From an optimization exercise on the open Yosys and OpenROAD flow, aimed at small area, a short achievable clock period and few clock cycles; shortcuts taken in it are not production practice. RTL that was checked went through simulation tests only; none was proved equivalent to the original. No activity file was given, so power comes from the tool's default toggle rates.

==> v25 <==
==> flow/design.v (excerpt) <==
module copyEngine  #(
    parameter DATA_WIDTH       = 64,
    parameter ADDR_WIDTH       = 32,
    parameter LEN              = 16,
    parameter FULL_WORD_SIZE   = DATA_WIDTH / 8
) (
    input                             rstn,
    input                             clk,
    input                             src_dw_sel_i, 
    input                             dst_dw_sel_i, 
    input                             copy_i,
    input                             set_i,
    input        [7:0]                setVal_i,
    input                             flush_i,
    input        [LEN-1:0]            len_i,
    input        [ADDR_WIDTH-1:0]     src_i,
    input        [ADDR_WIDTH-1:0]     dst_i,
    output logic                      done_o,
    output logic                      mem_re_r,
    output logic [ADDR_WIDTH-1:0]     mem_rad_r,
    input                             mem_rreq_rdy,
    input        [DATA_WIDTH-1:0]     mem_rdat,
    input                             mem_rdat_rdy,
    output logic [FULL_WORD_SIZE-1:0] mem_bwe_r,
    output logic [ADDR_WIDTH-1:0]     mem_wad_r,
    output logic [DATA_WIDTH-1:0]     mem_wdat_r,
    input                             mem_wreq_rdy,
    output logic                      flush_r,
    output logic [ADDR_WIDTH-1:0]     cmd_adr_r,
    input                             cmd_rdy
);
Settings: LEC_CHECK=0, CAP_MARGIN=20, CORE_MARGIN=2, CORE_UTILIZATION=65, SLEW_MARGIN=20; clock period 10.0 ns.
standard.sh (not shown) runs the stock make flow with config.mk's settings and CLKGATE_MAP_FILE= SYNTH_SCRIPT=/design/flow/synth_recipe.tcl, a recipe that flattens the netlist after the stock synthesis.
==> flow/flow/run.sh <==
#!/bin/bash
bash standard.sh "BUFFER_PORTS_ARGS=-buffer_cell sky130_fd_sc_hd__buf_1" SETUP_SLACK_MARGIN=7 TNS_END_PERCENT=10 "CTS_ARGS=-sink_clustering_enable -repair_clock_nets -dont_use_dummy_load -buf_list {sky130_fd_sc_hd__clkbuf_8} -sink_clustering_size 20 -sink_clustering_max_diameter 60" finish > standard.log 2>&1
==> v5: changes against v25 <==
--- a/flow/design.v
+++ b/flow/design.v
@@ -36,13 +36,12 @@
     logic              busy_r;            
     logic              copy_r;            
     logic              sdw_r, ddw_r;      
     logic [1:0]        os_r, od_r;        
     logic [1:0]        lm_r;              
-    logic              rfirst_r;          
-    logic              nr1_r;             
-    logic              dneg_r;            
+    logic [WH-1:0]     rh_r;              
+    logic [1:0]        rc_r;
     logic [1:0]        wo_r;              
     logic [1:0]        dl_r;              
     logic              prime_r;           
     logic              rrem_r;            
     logic              wbusy_r;           
@@ -59,15 +58,13 @@
     logic [31:0]       fifo_r [K];
     logic      pgt_r;                     
     wire [1:0] t   = os_r - od_r - 2'd1;  
     wire [1:0] we   = od_r + lm_r;        
     wire       raccept = mem_re_r & mem_rreq_rdy;
-    wire [3:0] wsm     = {1'b0, wh_r[2:0]} + {2'b0, wc_r};               
-    wire [2:0] nresv   = {2'b0, resv_r[0]} + {2'b0, resv_r[1]} + {2'b0, resv_r[2]} + {2'b0, resv_r[3]};
-    wire       rmore   = rfirst_r ? ~nr1_r
-                       : (wh_r[WH-1:3] != 0) |
-                         ({wsm} + {3'b0, prime_r & pgt_r} > {1'b0, nresv} + 4'd2 + {3'b0, dneg_r});
+    wire       rh0     = rh_r == 0;
+    wire       rh1     = rh_r == 1;
+    wire       rmore   = ~((rh0 & (rc_r[1] == 1'b0)) | (rh1 & (rc_r == 2'd0)));
     wire       fne     = (wp_r != rp_r);
     wire       rdone   = ~rrem_r & ~resv_r[0];
     wire       pneed   = copy_r & prime_r & pgt_r;
     wire       pr_base = wbusy_r & ~pneed;
     wire       dok_reg = ~copy_r | fne | rdone;
@@ -77,12 +74,11 @@
     wire       pop     = ppop | (produce & copy_r & hv);
     wire       fpush   = mem_rdat_rdy;
     wire       fpop    = pop;
     wire       wh0  = wh_r == 0;
     wire       wh1  = wh_r == 1;
-    wire       wh2  = wh_r == 2;
-    wire       last = (wh0 & (wc_r == 2'd2)) | (wh1 & (wc_r == 2'd1)) | (wh2 & (wc_r == 2'd0));
+    wire       last = (wh0 & (wc_r == 2'd1)) | (wh1 & (wc_r == 2'd0));
     wire [1:0] hi   = last ? we : 2'd3;
     logic [3:0] mask;
     always_comb
         for (int i = 0; i < 4; i++) mask[i] = (i >= wo_r) && (i <= hi);
     wire [7:0] bwe_n = ddw_r ? {mask[3], mask[3], mask[2], mask[2], mask[1], mask[1], mask[0], mask[0]}
@@ -95,37 +91,14 @@
     wire [31:0] alf  = cf[8*t +: 32];
     wire [31:0] alr  = cr[8*t +: 32];
     wire [31:0] al   = fne ? alf : alr;
     wire [1:0] os_i  = src_dw_sel_i ? src_i[2:1] : src_i[1:0];
     wire [1:0] od_i  = dst_dw_sel_i ? dst_i[2:1] : dst_i[1:0];
-    wire       wz_i = ~|{od_i, len_i[1:0]};
-    wire       wg_i = od_i[1] & len_i[1] & (od_i[0] | len_i[0]);
-    wire [1:0] wc_i = set_i ? {wg_i, ~wz_i & ~wg_i} : {~wz_i, wz_i | wg_i};
-    logic       nr1_i;
-    always_comb
-        case (os_i)
-            2'd0: nr1_i = len_i[LEN-1:2] == 0 || len_i == 4;
-            2'd1: nr1_i = len_i[LEN-1:2] == 0;
-            2'd2: nr1_i = len_i[LEN-1:2] == 0 && len_i[1:0] != 3;
-            default: nr1_i = len_i[LEN-1:2] == 0 && len_i[1] == 0;
-        endcase
-    logic       last0_i;                  
-    always_comb
-        case (od_i)
-            2'd0: last0_i = len_i[LEN-1:2] == 0 || len_i == 4;
-            2'd1: last0_i = len_i[LEN-1:2] == 0;
-            2'd2: last0_i = len_i[LEN-1:2] == 0 && len_i[1:0] != 3;
-            default: last0_i = len_i[LEN-1:2] == 0 && len_i[1] == 0;
-        endcase
-    wire [1:0] e0_i  = len_i[1:0] + od_i - 2'd1;
-    wire [1:0] hi0_i = last0_i ? e0_i : 2'd3;
-    logic [3:0] mask0_i;
-    always_comb
-        for (int i = 0; i < 4; i++) mask0_i[i] = (i >= od_i) && (i <= hi0_i);
-    wire [7:0] bwe0_i = dst_dw_sel_i ? {mask0_i[3], mask0_i[3], mask0_i[2], mask0_i[2],
-                                        mask0_i[1], mask0_i[1], mask0_i[0], mask0_i[0]}
-                                     : {4'b0, mask0_i};
+    wire [2:0] ld_i  = {1'b0, od_i} + {1'b0, len_i[1:0]};
+    wire [1:0] wc_i  = (ld_i == 0) ? 2'd0 : (ld_i > 4) ? 2'd2 : 2'd1;
+    wire [2:0] ls_i  = {1'b0, os_i} + {1'b0, len_i[1:0]};
+    wire [1:0] rc_i  = (ls_i == 0) ? 2'd0 : (ls_i > 4) ? 2'd2 : 2'd1;
     always_ff @(posedge clk or negedge rstn) begin
         if (~rstn) begin
             idle_r   <= 1'b1;
             busy_r   <= 1'b0;
             copy_r   <= 1'b0;
@@ -144,11 +117,11 @@
                 idle_r   <= ~(copy_i | set_i | flush_i);
                 busy_r   <= copy_i | set_i | flush_i;
                 copy_r   <= copy_i;
                 mem_re_r <= copy_i;
                 rrem_r   <= copy_i;
-                wbusy_r  <= copy_i | (set_i & ~last0_i);
+                wbusy_r  <= copy_i | set_i;
                 flush_r  <= flush_i;
             end
             else begin
                 if ((flush_r & cmd_rdy) | (wv_r & mem_wreq_rdy & ~wbusy_r)) begin
                     idle_r  <= 1'b1;
@@ -163,15 +136,11 @@
                 else
                     mem_re_r <= rrem_r & (pop | ~resv_r[K-1]);
                 if (produce & last)
                     wbusy_r <= 1'b0;
             end
-            if (idle_r) begin
-                bwe_r <= set_i ? bwe0_i : 8'd0;
-                wv_r  <= set_i;
-            end
-            else if (produce) begin
+            if (produce) begin
                 bwe_r <= bwe_n;
                 wv_r  <= 1'b1;
             end
             else if (mem_wreq_rdy) begin
                 bwe_r <= 8'd0;
@@ -184,25 +153,24 @@
             if (fpush) wp_r <= wp_r + 1'b1;
             if (fpop)  rp_r <= rp_r + 1'b1;
         end
     end
     always_ff @(posedge clk) begin
-        pgt_r  <= os_r > od_r;
-        dneg_r <= (({1'b0, os_r} + {1'b0, lm_r}) > 3'd3) ^ (({1'b0, od_r} + {1'b0, lm_r}) > 3'd3) ^ (os_r > od_r);
+        pgt_r <= os_r > od_r;             
         if (idle_r) begin
             sdw_r    <= src_dw_sel_i;
             ddw_r    <= dst_dw_sel_i;
             os_r     <= os_i;
             od_r     <= od_i;
-            wo_r     <= set_i ? 2'd0 : od_i;
+            wo_r     <= od_i;
             lm_r     <= len_i[1:0] - 2'd1;
             dl_r     <= dst_i[1:0];
             prime_r  <= 1'b1;
             wh_r     <= len_i[LEN-1:2];
             wc_r     <= wc_i;
-            rfirst_r <= 1'b1;
-            nr1_r    <= nr1_i;
+            rh_r     <= len_i[LEN-1:2];
+            rc_r     <= rc_i;
             sadr_r   <= src_dw_sel_i ? {1'b0, src_i[31:3]} : src_i[31:2];
             dadr_r   <= (dst_dw_sel_i & ~flush_i) ? {1'b0, dst_i[31:3]} : dst_i[31:2];
             wd_r[0]  <= setVal_i;
             wd_r[1]  <= dst_dw_sel_i ? 8'd0 : setVal_i;
             wd_r[2]  <= setVal_i;
@@ -211,11 +179,14 @@
             wd_r[5]  <= setVal_i;
         end
         else begin
             if (raccept) begin
                 sadr_r <= sadr_r + 1'b1;
-                rfirst_r <= 1'b0;
+                if (rc_r != 0)
+                    rc_r <= rc_r - 1'b1;
+                else
+                    rh_r <= rh_r - 1'b1;
             end
             if (ppop)
                 prime_r <= 1'b0;
             if (produce) begin
                 wo_r    <= 2'd0;
==> flow/flow/run.sh (replaced) <==
#!/bin/bash
bash standard.sh "BUFFER_PORTS_ARGS=-buffer_cell sky130_fd_sc_hd__buf_1" SETUP_SLACK_MARGIN=7 TNS_END_PERCENT=10 "CTS_ARGS=-sink_clustering_enable -repair_clock_nets -dont_use_dummy_load -buf_list {sky130_fd_sc_hd__clkbuf_4 sky130_fd_sc_hd__clkbuf_8}" finish > standard.log 2>&1
==> v37: changes against v25 <==
--- a/flow/design.v
+++ b/flow/design.v
@@ -36,13 +36,10 @@
     logic              busy_r;            
     logic              copy_r;            
     logic              sdw_r, ddw_r;      
     logic [1:0]        os_r, od_r;        
     logic [1:0]        lm_r;              
-    logic              rfirst_r;          
-    logic              nr1_r;             
-    logic              dneg_r;            
     logic [1:0]        wo_r;              
     logic [1:0]        dl_r;              
     logic              prime_r;           
     logic              rrem_r;            
     logic              wbusy_r;           
@@ -55,34 +52,34 @@
     logic [7:0]        wd_r [6];          
     logic [23:0]       prev_r;            
     logic [K-1:0]      resv_r;            
     logic [PW:0]       wp_r, rp_r;        
     logic [31:0]       fifo_r [K];
-    logic      pgt_r;                     
+    wire       pgt = os_r > od_r;         
     wire [1:0] t   = os_r - od_r - 2'd1;  
-    wire [1:0] we   = od_r + lm_r;        
+    wire [2:0] xs   = {1'b0, os_r} + {1'b0, lm_r};
+    wire [2:0] xd   = {1'b0, od_r} + {1'b0, lm_r};
+    wire [1:0] we   = xd[1:0];            
+    wire       dneg = xs[2] ^ xd[2] ^ pgt;
     wire       raccept = mem_re_r & mem_rreq_rdy;
-    wire [3:0] wsm     = {1'b0, wh_r[2:0]} + {2'b0, wc_r};               
     wire [2:0] nresv   = {2'b0, resv_r[0]} + {2'b0, resv_r[1]} + {2'b0, resv_r[2]} + {2'b0, resv_r[3]};
-    wire       rmore   = rfirst_r ? ~nr1_r
-                       : (wh_r[WH-1:3] != 0) |
-                         ({wsm} + {3'b0, prime_r & pgt_r} > {1'b0, nresv} + 4'd2 + {3'b0, dneg_r});
+    wire [3:0] pw      = {1'b0, wh_r[2:0]} + {2'b0, wc_r} + {3'b0, prime_r & pgt} - {3'b0, dneg};
+    wire       rmore   = copy_r & wbusy_r & ((wh_r[WH-1:3] != 0) | (pw > {1'b0, nresv} + 4'd1));
     wire       fne     = (wp_r != rp_r);
     wire       rdone   = ~rrem_r & ~resv_r[0];
-    wire       pneed   = copy_r & prime_r & pgt_r;
+    wire       pneed   = copy_r & prime_r & pgt;
     wire       pr_base = wbusy_r & ~pneed;
     wire       dok_reg = ~copy_r | fne | rdone;
     wire       hv      = fne | mem_rdat_rdy;
     wire       produce = pr_base & (~wv_r | mem_wreq_rdy) & (dok_reg | mem_rdat_rdy);
     wire       ppop    = pneed & hv;
     wire       pop     = ppop | (produce & copy_r & hv);
-    wire       fpush   = mem_rdat_rdy;
-    wire       fpop    = pop;
+    wire       fpush   = mem_rdat_rdy & (fne | ~pop);
+    wire       fpop    = pop & fne;
     wire       wh0  = wh_r == 0;
     wire       wh1  = wh_r == 1;
-    wire       wh2  = wh_r == 2;
-    wire       last = (wh0 & (wc_r == 2'd2)) | (wh1 & (wc_r == 2'd1)) | (wh2 & (wc_r == 2'd0));
+    wire       last = (wh0 & (wc_r == 2'd1)) | (wh1 & (wc_r == 2'd0));
     wire [1:0] hi   = last ? we : 2'd3;
     logic [3:0] mask;
     always_comb
         for (int i = 0; i < 4; i++) mask[i] = (i >= wo_r) && (i <= hi);
     wire [7:0] bwe_n = ddw_r ? {mask[3], mask[3], mask[2], mask[2], mask[1], mask[1], mask[0], mask[0]}
@@ -95,37 +92,12 @@
     wire [31:0] alf  = cf[8*t +: 32];
     wire [31:0] alr  = cr[8*t +: 32];
     wire [31:0] al   = fne ? alf : alr;
     wire [1:0] os_i  = src_dw_sel_i ? src_i[2:1] : src_i[1:0];
     wire [1:0] od_i  = dst_dw_sel_i ? dst_i[2:1] : dst_i[1:0];
-    wire       wz_i = ~|{od_i, len_i[1:0]};
-    wire       wg_i = od_i[1] & len_i[1] & (od_i[0] | len_i[0]);
-    wire [1:0] wc_i = set_i ? {wg_i, ~wz_i & ~wg_i} : {~wz_i, wz_i | wg_i};
-    logic       nr1_i;
-    always_comb
-        case (os_i)
-            2'd0: nr1_i = len_i[LEN-1:2] == 0 || len_i == 4;
-            2'd1: nr1_i = len_i[LEN-1:2] == 0;
-            2'd2: nr1_i = len_i[LEN-1:2] == 0 && len_i[1:0] != 3;
-            default: nr1_i = len_i[LEN-1:2] == 0 && len_i[1] == 0;
-        endcase
-    logic       last0_i;                  
-    always_comb
-        case (od_i)
-            2'd0: last0_i = len_i[LEN-1:2] == 0 || len_i == 4;
-            2'd1: last0_i = len_i[LEN-1:2] == 0;
-            2'd2: last0_i = len_i[LEN-1:2] == 0 && len_i[1:0] != 3;
-            default: last0_i = len_i[LEN-1:2] == 0 && len_i[1] == 0;
-        endcase
-    wire [1:0] e0_i  = len_i[1:0] + od_i - 2'd1;
-    wire [1:0] hi0_i = last0_i ? e0_i : 2'd3;
-    logic [3:0] mask0_i;
-    always_comb
-        for (int i = 0; i < 4; i++) mask0_i[i] = (i >= od_i) && (i <= hi0_i);
-    wire [7:0] bwe0_i = dst_dw_sel_i ? {mask0_i[3], mask0_i[3], mask0_i[2], mask0_i[2],
-                                        mask0_i[1], mask0_i[1], mask0_i[0], mask0_i[0]}
-                                     : {4'b0, mask0_i};
+    wire [2:0] ld_i  = {1'b0, od_i} + {1'b0, len_i[1:0]};
+    wire [1:0] wc_i  = (ld_i == 0) ? 2'd0 : (ld_i > 4) ? 2'd2 : 2'd1;
     always_ff @(posedge clk or negedge rstn) begin
         if (~rstn) begin
             idle_r   <= 1'b1;
             busy_r   <= 1'b0;
             copy_r   <= 1'b0;
@@ -144,11 +116,11 @@
                 idle_r   <= ~(copy_i | set_i | flush_i);
                 busy_r   <= copy_i | set_i | flush_i;
                 copy_r   <= copy_i;
                 mem_re_r <= copy_i;
                 rrem_r   <= copy_i;
-                wbusy_r  <= copy_i | (set_i & ~last0_i);
+                wbusy_r  <= copy_i | set_i;
                 flush_r  <= flush_i;
             end
             else begin
                 if ((flush_r & cmd_rdy) | (wv_r & mem_wreq_rdy & ~wbusy_r)) begin
                     idle_r  <= 1'b1;
@@ -163,15 +135,11 @@
                 else
                     mem_re_r <= rrem_r & (pop | ~resv_r[K-1]);
                 if (produce & last)
                     wbusy_r <= 1'b0;
             end
-            if (idle_r) begin
-                bwe_r <= set_i ? bwe0_i : 8'd0;
-                wv_r  <= set_i;
-            end
-            else if (produce) begin
+            if (produce) begin
                 bwe_r <= bwe_n;
                 wv_r  <= 1'b1;
             end
             else if (mem_wreq_rdy) begin
                 bwe_r <= 8'd0;
@@ -184,39 +152,33 @@
             if (fpush) wp_r <= wp_r + 1'b1;
             if (fpop)  rp_r <= rp_r + 1'b1;
         end
     end
     always_ff @(posedge clk) begin
-        pgt_r  <= os_r > od_r;
-        dneg_r <= (({1'b0, os_r} + {1'b0, lm_r}) > 3'd3) ^ (({1'b0, od_r} + {1'b0, lm_r}) > 3'd3) ^ (os_r > od_r);
         if (idle_r) begin
             sdw_r    <= src_dw_sel_i;
             ddw_r    <= dst_dw_sel_i;
             os_r     <= os_i;
             od_r     <= od_i;
-            wo_r     <= set_i ? 2'd0 : od_i;
+            wo_r     <= od_i;
             lm_r     <= len_i[1:0] - 2'd1;
             dl_r     <= dst_i[1:0];
             prime_r  <= 1'b1;
             wh_r     <= len_i[LEN-1:2];
             wc_r     <= wc_i;
-            rfirst_r <= 1'b1;
-            nr1_r    <= nr1_i;
             sadr_r   <= src_dw_sel_i ? {1'b0, src_i[31:3]} : src_i[31:2];
             dadr_r   <= (dst_dw_sel_i & ~flush_i) ? {1'b0, dst_i[31:3]} : dst_i[31:2];
             wd_r[0]  <= setVal_i;
             wd_r[1]  <= dst_dw_sel_i ? 8'd0 : setVal_i;
             wd_r[2]  <= setVal_i;
             wd_r[3]  <= dst_dw_sel_i ? 8'd0 : setVal_i;
             wd_r[4]  <= setVal_i;
             wd_r[5]  <= setVal_i;
         end
         else begin
-            if (raccept) begin
+            if (raccept)
                 sadr_r <= sadr_r + 1'b1;
-                rfirst_r <= 1'b0;
-            end
             if (ppop)
                 prime_r <= 1'b0;
             if (produce) begin
                 wo_r    <= 2'd0;
                 prime_r <= 1'b0;
==> flow/flow/run.sh (replaced) <==
#!/bin/bash
bash standard.sh "BUFFER_PORTS_ARGS=-buffer_cell sky130_fd_sc_hd__buf_1" SETUP_SLACK_MARGIN=7 TNS_END_PERCENT=10 "CTS_ARGS=-sink_clustering_enable -repair_clock_nets -dont_use_dummy_load -buf_list {sky130_fd_sc_hd__clkbuf_4 sky130_fd_sc_hd__clkbuf_8}" finish > standard.log 2>&1
ABC_AREA = 1   (was not set)
==> comparison <==
- In v25 the die area is smaller than in v5, by 4.4%.
- Against v25, the register-to-register slack of v37 is lower by 0.51 ns.
- Between v25 and v5, the lower area after synthesis is in v25 (gap about 4.5%, measured against v5).
- Against v25, the core utilization of v5 is higher by 1.0 points.
- Critical path depth: v37 > v5 > v25.
- Sequential share of layout area, lowest first: v37, v5, v25.
- The highest fmax belongs to v25, the lowest to v37.
- Hold slack: v5 < v37 < v25.
- Flip-flop and latch count: v5 is higher than v25 (13).
==> figures <==
| quantity | v37 | v25 | v5 |
|---|---|---|---|
| Result of the run | complete, no violations | complete, no violations | complete, no violations |
| Sequential portion of the cell area | 47.9% | 49.6% | 49.0% |
| Syn Std Cell Area | 17200 sq um | 17000 sq um | 17800 sq um |
| Power of the combinational group | 1600 uW | 3210 uW | 831 uW |
| Maximum number of pins on one net before global-route repair | 68 | 91 | 85 |
| Global-route total usage across every layer | 32.6% | 27.8% | 28.7% |
| Slowest cell on the critical path | fa_1 | edfxtp_1 | fa_1 |
| Latest clock arrival within the worst-skew pair | 0.58 ns | 0.59 ns | 0.58 ns |
| Count of sequential standard cells | 313 | 317 | 330 |
| Worst Hold Launch | bwe_r[3] | rfirst_r | prime_r |
| Area growth from synthesis to layout | 12.9% | 11.0% | 11.8% |
| Synth Area in Adders | 2.62% | 2.65% | 1.84% |
| Post-detailed-routing wire length | 46300 microns | 40000 microns | 42400 microns |
| CLK BUF | 49 | 28 | 51 |
| Post-synthesis average cell area | 9.20 sq um | 11.7 sq um | 12.8 sq um |
| Die outline area | 27700 sq um | 27500 sq um | 28800 sq um |
| Sequential power | 1890 uW | 2620 uW | 1690 uW |
| Clock transition at path regs | 0.06 ns | 0.11 ns | 0.06 ns |
| CTS H-Tree Depth | 2 | 1 | 2 |
| Worst slew pin tran | 1.06 ns | 0.888 ns | 0.978 ns |
Testbench counts of v25, summed over its fixed seeds: cycles 24,052.
The RTL of v5 and v37 was laid out without a check of its function.

static timing again, ports no longer ideal:
How much do the figures lean on ideal ports? The routed layouts below were timed once more, with nothing changed but the port constraints. Step 1 sets driving cells, clkbuf_16 on the clock port and buf_2 on the other inputs (assumed; they add their load-dependent delay and slew). Step 2, shift: input delay + t, output delay - t, t = (earliest + latest rising clock arrival at the registers) / 2. This alone moves slack from input paths to output paths. Three values: ideal ports, drivers, drivers and shift; two values: the first two.
run	t (ns)	setup WS [ns]	slew at the worst register clock pin (ns)
v25	0.617	6.743 / 6.697 / 6.265	0.12 / 0.12
v5	0.596	6.690 / 6.592 / 5.996	0.06 / 0.06
v37	0.595	6.413 / 6.413 / 6.016	0.06 / 0.06
After both steps every run listed still meets setup and hold. The setup slack of v5, which loses most, moves by -0.098 ns with the drivers and by -0.694 ns with both steps.
